This design comes from an exercise in tuning for small area, a short achievable clock period and few clock cycles on the open sky130 flow, not from production work.
Only simulation tests tie the RTL to the original design; equivalence was not proved.
Power is estimated from default activity; no workload was simulated.

Setup of juniper:
==> module DataPath, before the edit <==
module DataPath (
    input  logic        valid,
    input  logic [31:0] a_id,
    input  logic [31:0] b_id,
    input  logic [31:0] c_id,
    input  logic        fwdA,
    input  logic        fwdB,
    input  logic        fwdC,
    input  logic [31:0] fwdValue,
    input  logic        cin,
    input  logic [ 2:0] op,
    input  logic        sra,
    input  logic [ 2:0] f3,
    input  logic        isB,
    input  logic        isJALR,
    input  logic        link,
    input  logic        predTaken,
    output logic [31:0] result,
    output logic [31:0] data,
    output logic        redirect,
    output logic [31:0] target
);
    logic [31:0] a, b, c;
    assign a    = fwdA ? fwdValue : a_id;
    assign b    = fwdB ? (fwdValue ^ {32{cin}}) : b_id;
    assign c    = fwdC ? fwdValue : c_id;
    assign data = c;
    logic [31:0] sum;
    assign sum = a + b + {31'd0, cin};
    logic [31:0] cl, ce;
    always_comb begin
        for (int i = 0; i < 32; i++) begin
            cl[i] = ~a[i] & ~b[i];     
            ce[i] = a[i] ^ b[i];       
        end
    end
    logic [15:0] l1, e1;
    logic [7:0]  l2, e2;
    logic [3:0]  l3, e3;
    logic [1:0]  l4, e4;
    always_comb begin
        for (int i = 0; i < 16; i++) begin
            l1[i] = cl[2*i+1] | (ce[2*i+1] & cl[2*i]);
            e1[i] = ce[2*i+1] & ce[2*i];
        end
        for (int i = 0; i < 8; i++) begin
            l2[i] = l1[2*i+1] | (e1[2*i+1] & l1[2*i]);
            e2[i] = e1[2*i+1] & e1[2*i];
        end
        for (int i = 0; i < 4; i++) begin
            l3[i] = l2[2*i+1] | (e2[2*i+1] & l2[2*i]);
            e3[i] = e2[2*i+1] & e2[2*i];
        end
        for (int i = 0; i < 2; i++) begin
            l4[i] = l3[2*i+1] | (e3[2*i+1] & l3[2*i]);
            e4[i] = e3[2*i+1] & e3[2*i];
        end
    end
    wire eq  = e4[1] & e4[0];
    wire ltu = l4[1] | (e4[1] & l4[0]);
    wire lt  = ce[31] ? ltu : a[31];
    logic [31:0] alu, shIn, shOut, shRev;
    wire         isSll = (op == 3'd1);
    always_comb begin
        for (int i = 0; i < 32; i++) shIn[i] = isSll ? a[31-i] : a[i];
    end
    wire         fill = sra & a[31] & ~isSll;
    assign shOut = 32'($signed({fill, shIn}) >>> b[4:0]);
    always_comb begin
        for (int i = 0; i < 32; i++) shRev[i] = shOut[31-i];
    end
    always_comb begin
        case (op)
            3'd0:  alu = sum;
            3'd1:  alu = shRev;
            3'd2:  alu = {31'd0, lt};
            3'd3: alu = {31'd0, ltu};
            3'd4:  alu = a ^ b;
            3'd5:   alu = shOut;
            3'd6:   alu = a | b;
            default: alu = a & b;
        endcase
    end
    assign result = link ? c : alu;
    logic taken;
    always_comb begin
        case (f3)
            3'b000:    taken = eq;
            3'b001:    taken = ~eq;
            3'b100:    taken = lt;
            3'b101:    taken = ~lt;
            3'b110:   taken = ltu;
            3'b111:   taken = ~ltu;
            default: taken = 1'b0;
        endcase
    end
    assign redirect = valid & (isJALR | (isB & (taken != predTaken)));
    assign target   = isJALR ? sum : c;
endmodule
export LEC_CHECK = 0
export CAP_MARGIN = 20
export CORE_MARGIN = 2
export CORE_UTILIZATION = 45
export CTS_CLUSTER_DIAMETER = 150
export CTS_CLUSTER_SIZE = 20
export PLACE_DENSITY = 0.6
export SETUP_SLACK_MARGIN = 5
export SLEW_MARGIN = 20
create_clock -name core_clock -period 10.0 [get_ports {clk}]
run.sh (not shown) runs the stock make flow with config.mk's settings and CLKGATE_MAP_FILE= SYNTH_SCRIPT=/design/flow/synth_recipe.tcl, a recipe that flattens the netlist after the stock synthesis.
juniper finished every step from synthesis to the final layout, and the layout passed the timing, design-rule and antenna checks.
Testbench counts of juniper, summed over its fixed seeds: cycles 27,384.
Modified inputs, amber compared to juniper
==> flow/design.v, changed modules only <==
module DataPath (
    input  logic        valid,
    input  logic [31:0] a_id,
    input  logic [31:0] b_id,
    input  logic [31:0] c_id,
    input  logic        fwdA,
    input  logic        fwdB,
    input  logic        fwdC,
    input  logic [31:0] fwdValue,
    input  logic        cin,
    input  logic [ 2:0] op,
    input  logic        sra,
    input  logic [ 2:0] f3,
    input  logic        isB,
    input  logic        isJALR,
    input  logic        link,
    input  logic        predTaken,
    output logic [31:0] result,
    output logic [31:0] data,
    output logic        redirect,
    output logic [31:0] target
);
    logic [31:0] a, b, c;
    assign a    = fwdA ? fwdValue : a_id;
    assign b    = fwdB ? (fwdValue ^ {32{cin}}) : b_id;
    assign c    = fwdC ? fwdValue : c_id;
    assign data = c;
    logic        cout;
    logic [31:0] sum;
    assign {cout, sum} = {1'b0, a} + {1'b0, b} + {32'd0, cin};
    wire lt  = (a[31] == b[31]) ? a[31] : sum[31];
    wire ltu = ~cout;
    wire eq  = &(a ^ b);
    logic [31:0] alu, srl, sra_r;
    assign srl   = a >> b[4:0];
    assign sra_r = $signed(a) >>> b[4:0];
    always_comb begin
        case (op)
            3'd0:  alu = sum;
            3'd1:  alu = a << b[4:0];
            3'd2:  alu = {31'd0, lt};
            3'd3: alu = {31'd0, ltu};
            3'd4:  alu = a ^ b;
            3'd5:   alu = sra ? sra_r : srl;
            3'd6:   alu = a | b;
            default: alu = a & b;
        endcase
    end
    assign result = link ? c : alu;
    logic taken;
    always_comb begin
        case (f3)
            3'b000:    taken = eq;
            3'b001:    taken = ~eq;
            3'b100:    taken = lt;
            3'b101:    taken = ~lt;
            3'b110:   taken = ltu;
            3'b111:   taken = ~ltu;
            default: taken = 1'b0;
        endcase
    end
    assign redirect = valid & (isJALR | (isB & (taken != predTaken)));
    assign target   = isJALR ? sum : c;
endmodule
--- outcome ---
Diff juniper -> amber: arrival time of the worst setup path picked up an extra 0.14 ns, wire length picked up an extra 1.9%, critical path depth now larger, total number of nets in the final design now sits higher, proportion of cell area occupied by multi-input gates climbed 0.35 points.
Looking only at total power, and setting everything else aside, the lower value of juniper and amber goes to juniper.
met2 track demand over resource is higher on juniper
amber vs juniper — routed metal-1 wirelength rose about 0.9%.
Between juniper and amber, the difference in worst setup slack is negligible.
Clock period minus final worst setup slack: juniper vs amber, no meaningful difference
Compared amber against juniper; share of the clock period used by the worst path within noise.
amber: mux cell area share after synthesis lower than juniper
juniper ended up with fewer cell instances than amber did.
In amber, cell area after synthesis is higher than in juniper.
input port to flop as the category of the most critical setup path was reported by juniper, and flop to flop by amber.
Testbench counts of amber, summed over its fixed seeds: cycles 27,384.

## afterwards: timing with drivers on the ports
The flow's constraints put no driver on any port. The routed layouts listed below were extracted and timed again, unchanged, in two steps.
Step 1: set_driving_cell puts a clkbuf_16 on clk and a buf_2 on each other input, an assumption about the parent block.
Step 2 moves the port delays by t, midway between the first and last clock arrival at a register: inputs arrive t later, outputs are due t later. That takes back most of the time a late clock gives input paths.
Slacks: ideal / step 1 / step 2; pairs: ideal / step 1.
run | t (ns) | setup WS [ns] | hold WS [ns] | worst setup path at the end | worst slew at a driven data input, ns
juniper | 0.800 | 4.807 / 4.858 / 4.058 | 0.462 / 0.462 / 0.462 | input to register | 0.06
amber | 0.792 | 4.804 / 4.804 / 4.131 | 0.474 / 0.474 / 0.474 | input to register | 0.06
After both steps setup and hold are still met in every run listed. The setup slack of juniper, which loses most, moves by +0.051 ns with the drivers and by -0.749 ns with both steps.
